What follows belongs to an exercise in optimizing a design on an open flow for small area, a short achievable clock period and few clock cycles; a production flow would make more cautious choices.

v30:
==> module modulo, before the edit <==
module modulo #(parameter DATA_WIDTH = 8, parameter NRIP = 1)(
  input  logic [DATA_WIDTH-1:0] hi,
  input  logic [DATA_WIDTH-1:0] lo,
  input  logic [DATA_WIDTH-1:0] modulant,
  output logic [DATA_WIDTH-1:0] out
);
logic [DATA_WIDTH-1:0] r [0:DATA_WIDTH];
assign r[0] = hi;
genvar i;
generate
  for (i = 0; i < DATA_WIDTH; i++) begin : g_step
    logic [DATA_WIDTH:0]   d;
    assign d = {r[i], lo[DATA_WIDTH-1-i]};
    if (i < DATA_WIDTH - NRIP) begin : g_fast
      logic [DATA_WIDTH+1:0] t;
      assign t = {1'b0, d} - {2'b00, modulant};
      assign r[i+1] = t[DATA_WIDTH+1] ? d[DATA_WIDTH-1:0] : t[DATA_WIDTH-1:0];
    end else begin : g_ripple
      logic [DATA_WIDTH+1:0] bw;
      logic [DATA_WIDTH:0]   df, mm;
      assign mm = {1'b0, modulant};
      assign bw[0] = 1'b0;
      for (genvar k = 0; k <= DATA_WIDTH; k++) begin : g_bit
        assign df[k]   = d[k] ^ mm[k] ^ bw[k];
        assign bw[k+1] = (~d[k] & mm[k]) | (~(d[k] ^ mm[k]) & bw[k]);
      end
      assign r[i+1] = bw[DATA_WIDTH+1] ? d[DATA_WIDTH-1:0] : df[DATA_WIDTH-1:0];
    end
  end
endgenerate
assign out = r[DATA_WIDTH];
endmodule
Settings: LEC_CHECK=0, CAP_MARGIN=20, CORE_MARGIN=2, CORE_UTILIZATION=40, SLEW_MARGIN=20; clock period 120.0 ns.
standard.sh (not shown) runs the stock make flow with config.mk's settings and CLKGATE_MAP_FILE= SYNTH_SCRIPT=/design/flow/synth_recipe.tcl, a recipe that flattens the netlist after the stock synthesis.
==> flow/flow/run.sh <==
#!/bin/bash
# Own layout flow: the standard layout (standard.sh) with two changes.
#  1. Synthesis runs the standard flow's synthesis script with ABC mapping for area
#     (flow/synth.tcl, flow/area.abc); registers come out as in the standard
#     synthesis, only the logic between them is mapped differently.
#  2. Port buffers are sky130_fd_sc_hd__buf_2 cells (buffer_ports -buffer_cell).
# Every step's full log is in orfs/logs/; make's own output is in flow_make.log.
set -euo pipefail
W=$(pwd)
export OWN_ABC_SCRIPT=$W/flow/area.abc
export OWN_ABC_D=22000
export SETUP_SLACK_MARGIN=94.9
export SETUP_MOVE_SEQUENCE=sizeup,swap
export BUFFER_PORTS_ARGS="-buffer_cell sky130_fd_sc_hd__buf_2"
sed "s#SYNTH_SCRIPT=[^ ]*#SYNTH_SCRIPT=$W/flow/synth.tcl#" standard.sh > own_standard.sh
grep -q "SYNTH_SCRIPT=$W/flow/synth.tcl" own_standard.sh
bash own_standard.sh > flow_make.log 2>&1
test -s out/final.def
==> flow/flow/area.abc <==
strash
dc2
dch
map -a
strash
dc2
dch
map -a
strash
dc2
dch
map -a
topo
stime -c
buffer -c
upsize -c
dnsize -c
==> flow/flow/synth.tcl <==
# The standard flow's synthesis script (synth_recipe.tcl) unchanged, except that ABC maps
# the logic with the script in $OWN_ABC_SCRIPT (delay target $OWN_ABC_D ps)
# in place of ORFS's abc_speed / abc_area script.
proc synth {args} { yosys synth -nofsm -noshare {*}$args }
proc abc {args} {
  set i [lsearch -exact $args -script]
  if {$i >= 0} { lset args [expr {$i + 1}] $::env(OWN_ABC_SCRIPT) }
  set i [lsearch -exact $args -D]
  if {$i >= 0} { set args [lreplace $args $i [expr {$i + 1}]] }
  if {[info exists ::env(OWN_ABC_D)]} { lappend args -D $::env(OWN_ABC_D) }
  yosys abc {*}$args
}
source $::env(SCRIPTS_DIR)/synth.tcl
# left out here: clear keep_hierarchy, flatten, clean up, hide names made inside functions, write 1_2_yosys.v
### v30 -> v13
-- flow/design.v --
<<< v30, line 1
module modulo #(parameter DATA_WIDTH = 8, parameter NRIP = 1)(
  input  logic [DATA_WIDTH-1:0] hi,
  input  logic [DATA_WIDTH-1:0] lo,
>>> v13, line 1
module modulo #(parameter DATA_WIDTH = 8, parameter NRIP = 2)(
  input  logic [DATA_WIDTH-1:0] hi,
  input  logic [DATA_WIDTH-1:0] lo,
Relative to v30, cell count has decreased by 8 in v13. v13 against v30: worst relative slew slack went down 11 points, count of inverters not on the clock network in the layout climbed about 3.3%, layout overhead on the synthesized area rose 1.2 points. The met3 track demand over resource in global routing on v30 is in line with that on v13. Diff v30 -> v13: die area higher. v13 has hold slack above what v30 had. In v13, xor/xnor cell area share of the yosys netlist is lower than in v30. On v13: total number of placement rows is 2.2% higher than what v30 gave. | worst setup slack | v13 vs v30 | 0.027 ns higher |.
Function was not checked in any run of this note: the RTL went through the layout flow alone.

## static timing again, ports no longer ideal
Ports are ideal in the flow. The routed layouts listed here were re-timed in OpenROAD.
Step 1 assumes that a clkbuf_16 drives the clock port and a buf_2 every other input.
Step 2, shift: input delay + t, output delay - t, t = (earliest + latest rising clock arrival at the registers) / 2. This alone moves slack from input paths to output paths.
Three values: no drivers, after step 1, after step 2; two values: the first two.
run	t (ns)	slack for setup (ns)	worst hold slack (ns)	worst register clock-pin slew, ns
v30	0.315	94.911 / 94.879 / 94.698	0.460 / 0.460 / 0.460	0.06 / 0.06
v13	0.324	94.938 / 94.900 / 94.702	0.489 / 0.489 / 0.489	0.07 / 0.07
After both steps setup and hold are still met in every run listed. The setup slack of v13, which loses most, moves by -0.038 ns with the drivers and by -0.236 ns with both steps.
